Source: an optimization exercise on an open RTL-to-GDS flow (aim: small area and a short achievable clock period). Production flows keep margins and buffers that such runs may drop.
At most, simulation tests tie the RTL to the original design; equivalence was not proved.

## run a
==> flow/design.v (excerpt) <==
module multiplier_16bit (
    input  wire clk,
    input  wire rst,
    input  wire signed [15:0] a,
    input  wire signed [15:0] b,
    output reg  signed [31:0] product,
    output reg  signed [15:0] a_out,
    output reg  signed [15:0] b_out
);
Settings: LEC_CHECK=0, ABC_AREA=1, CAP_MARGIN=20, CORE_MARGIN=2, CORE_UTILIZATION=40, SLEW_MARGIN=20, SYNTH_HIERARCHICAL=1; clock period 20.0 ns.
standard.sh (not shown) runs the stock make flow with config.mk's settings and CLKGATE_MAP_FILE= SYNTH_SCRIPT=/design/flow/synth_recipe.tcl, a recipe that flattens the netlist after the stock synthesis.
==> flow/flow/run.sh <==
#!/bin/bash
# The standard synthesis and layout, with these changes to the layout:
#  * the port buffers are the smallest buffer cell (buffer_ports -buffer_cell) instead of
#    the delay-cell buffers buffer_ports picks by itself;
#  * the clock tree uses the buffers in flow/cts_bufs.txt and no dummy loads;
#  * repair_timing aims for extra setup slack (flow/setup_margin.txt, ns) so the resizer
#    speeds up the critical paths. The clock and I/O constraints are unchanged.
set -euo pipefail
# clock tree: small clock buffers and no dummy loads (64 flip-flops need little drive)
export CTS_ARGS="-sink_clustering_enable -repair_clock_nets -buf_list {$(cat flow/cts_bufs.txt)} -dont_use_dummy_load"
export BUFFER_PORTS_ARGS="-buffer_cell sky130_fd_sc_hd__buf_1"
M=$(cat flow/setup_margin.txt)
if [[ "$M" != "0" ]]; then export SETUP_SLACK_MARGIN=$M; fi
S=$(cat flow/move_sequence.txt)
if [[ -n "$S" ]]; then export SETUP_MOVE_SEQUENCE=$S; fi
bash standard.sh synth > synth.log 2>&1
bash standard.sh finish > layout.log 2>&1
==> flow/flow/cts_bufs.txt <==
sky130_fd_sc_hd__clkbuf_8
==> flow/flow/move_sequence.txt <==
unbuffer,sizeup,swap
==> flow/flow/setup_margin.txt <==
10.8
> inputs changed (run a -> run b)
-- flow/design.v --
<<< run a, line 210
    fa us28 (c19, s24, s26, s28, c29);
    wire s30, c31;
    ha us30 (c21, s28, s30, c31);
    wire s32, c33;
    fa us32 (accn[7], x0[7], x1[5], s32, c33);
>>> run b, line 210
    fa us28 (c19, s24, s26, s28, c29);
    wire s30, c31;
    fa us30 (c21, s28, c23, s30, c31);
    wire s32, c33;
    fa us32 (accn[7], x0[7], x1[5], s32, c33);
<<< run a, line 218
    fa us36 (c27, s32, s34, s36, c37);
    wire s38, c39;
    fa us38 (c29, c31, s36, s38, c39);
    wire s40, c41;
    fa us40 (accn[8], b[9], x0[8], s40, c41);
>>> run b, line 218
    fa us36 (c27, s32, s34, s36, c37);
    wire s38, c39;
    fa us38 (c29, s36, c31, s38, c39);
    wire s40, c41;
    fa us40 (accn[8], b[9], x0[8], s40, c41);
<<< run a, line 290
    fa us108 (s104, c93, s106, s108, c109);
    wire s110, c111;
    ha us110 (c95, s108, s110, c111);
    wire s112, c113;
    fa us112 (accn[14], b[15], x0[14], s112, c113);
>>> run b, line 290
    fa us108 (s104, c93, s106, s108, c109);
    wire s110, c111;
    fa us110 (c95, s108, c97, s110, c111);
    wire s112, c113;
    fa us112 (accn[14], b[15], x0[14], s112, c113);
<<< run a, line 322
    fa us140 (s136, c123, s138, s140, c141);
    wire s142, c143;
    ha us142 (c125, s140, s142, c143);
    wire s144, c145;
    fa us144 (accn[16], x0[16], 1'b1, s144, c145);
>>> run b, line 322
    fa us140 (s136, c123, s138, s140, c141);
    wire s142, c143;
    fa us142 (c125, s140, c127, s142, c143);
    wire s144, c145;
    fa us144 (accn[16], x0[16], 1'b1, s144, c145);
<<< run a, line 467
    wire s286, c287;
    fa us286 (accn[31], c285, 1'b1, s286, c287);
    wire [31:0] r0 = {s286, s284, s282, s278, s274, s268, s262, s254, s246, s236, s226, s214, s202, s188, s174, c143, s142, s126, s110, s96, s82, s70, s58, s48, s38, s30, s22, s16, s10, s6, s2, s0};
    wire [31:0] r1 = {1'b0, c283, 1'b0, c275, 1'b0, c263, 1'b0, c247, 1'b0, c227, 1'b0, c203, 1'b0, c175, 1'b0, s158, c127, 1'b0, c97, 1'b0, 1'b0, c59, 1'b0, 1'b0, 1'b0, c23, 1'b0, 1'b0, 1'b0, 1'b0, 1'b0, 1'b0};
    wire [31:0] sum;
    wire [31:0] p0, gn;
>>> run b, line 467
    wire s286, c287;
    fa us286 (accn[31], c285, 1'b1, s286, c287);
    wire [31:0] r0 = {s286, s284, s282, s278, s274, s268, s262, s254, s246, s236, s226, s214, s202, s188, s174, s158, s142, s126, s110, s96, s82, s70, s58, s48, s38, s30, s22, s16, s10, s6, s2, s0};
    wire [31:0] r1 = {1'b0, c283, 1'b0, c275, 1'b0, c263, 1'b0, c247, 1'b0, c227, 1'b0, c203, 1'b0, c175, 1'b0, c143, 1'b0, 1'b0, 1'b0, 1'b0, 1'b0, c59, 1'b0, 1'b0, 1'b0, 1'b0, 1'b0, 1'b0, 1'b0, 1'b0, 1'b0, 1'b0};
    wire [31:0] sum;
    wire [31:0] p0, gn;
<<< run a, line 483
    assign p0[5] = r0[5];
    assign gn[5] = 1'b1;
    wire g6;
    ha upg6 (r0[6], r1[6], p0[6], g6);
    assign gn[6] = ~g6;
    assign p0[7] = r0[7];
    assign gn[7] = 1'b1;
>>> run b, line 483
    assign p0[5] = r0[5];
    assign gn[5] = 1'b1;
    assign p0[6] = r0[6];
    assign gn[6] = 1'b1;
    assign p0[7] = r0[7];
    assign gn[7] = 1'b1;
<<< run a, line 499
    assign p0[12] = r0[12];
    assign gn[12] = 1'b1;
    wire g13;
    ha upg13 (r0[13], r1[13], p0[13], g13);
    assign gn[13] = ~g13;
    assign p0[14] = r0[14];
    assign gn[14] = 1'b1;
    wire g15;
    ha upg15 (r0[15], r1[15], p0[15], g15);
    assign gn[15] = ~g15;
    wire g16;
    ha upg16 (r0[16], r1[16], p0[16], g16);
>>> run b, line 498
    assign p0[12] = r0[12];
    assign gn[12] = 1'b1;
    assign p0[13] = r0[13];
    assign gn[13] = 1'b1;
    assign p0[14] = r0[14];
    assign gn[14] = 1'b1;
    assign p0[15] = r0[15];
    assign gn[15] = 1'b1;
    wire g16;
    ha upg16 (r0[16], r1[16], p0[16], g16);
[summary]
- Number of standard cells in the layout, taps in and fillers out was lower in the run labelled run b.
- Run b ended up with a higher floorplan die area than run a did.
- Higher wire length was reported by run b, not run a.
- The setup slack of run b is smaller than that of run a.
- In the metrics for run b and run a, the one carrying the higher mean instance size in the synthesized netlist is run b.
- Run b vs. run a: worst hold slack went up by 8.4 ps.
- Re count of buffer and inverter cells on the critical path: run b is 1 up on run a.
- Relative to run a, the final cell area reported for run b is higher.
- Compared with run a, run b shows data arrival time at the worst-slack endpoint higher by 390 ps.
- Horizontal extent of the die for run b: 1.9% up relative to run a
- As far as first-pass detailed-route iteration total goes, run b and run a are indistinguishable; the numbers are identical.
Function not checked in run b: the RTL went through the layout flow alone.

[afterwards: timing with drivers on the ports]
Ports are ideal in the flow. The routed layouts listed here were re-timed in OpenROAD. Step 1 (the two cells are an assumption about what drives the block):
set clk [get_ports {clk}]
set_driving_cell -lib_cell sky130_fd_sc_hd__clkbuf_16 $clk
set_driving_cell -lib_cell sky130_fd_sc_hd__buf_2 [delete_from_list [all_inputs] $clk]
Step 2 moves the port delays by t, midway between the first and last clock arrival at a register: inputs arrive t later, outputs are due t later. That takes back most of the time a late clock gives input paths. a / b / c = ideal ports / drivers / drivers and shift; a / b = the first two.
run	t, ns	setup slack, ns	cell pins on the clock port's net
run a	0.396	11.069 / 11.079 / 10.683	1
run b	0.405	10.675 / 10.670 / 10.265	1
After both steps setup and hold are still met in every run listed. The setup slack of run b, which loses most, moves by -0.005 ns with the drivers and by -0.410 ns with both steps.
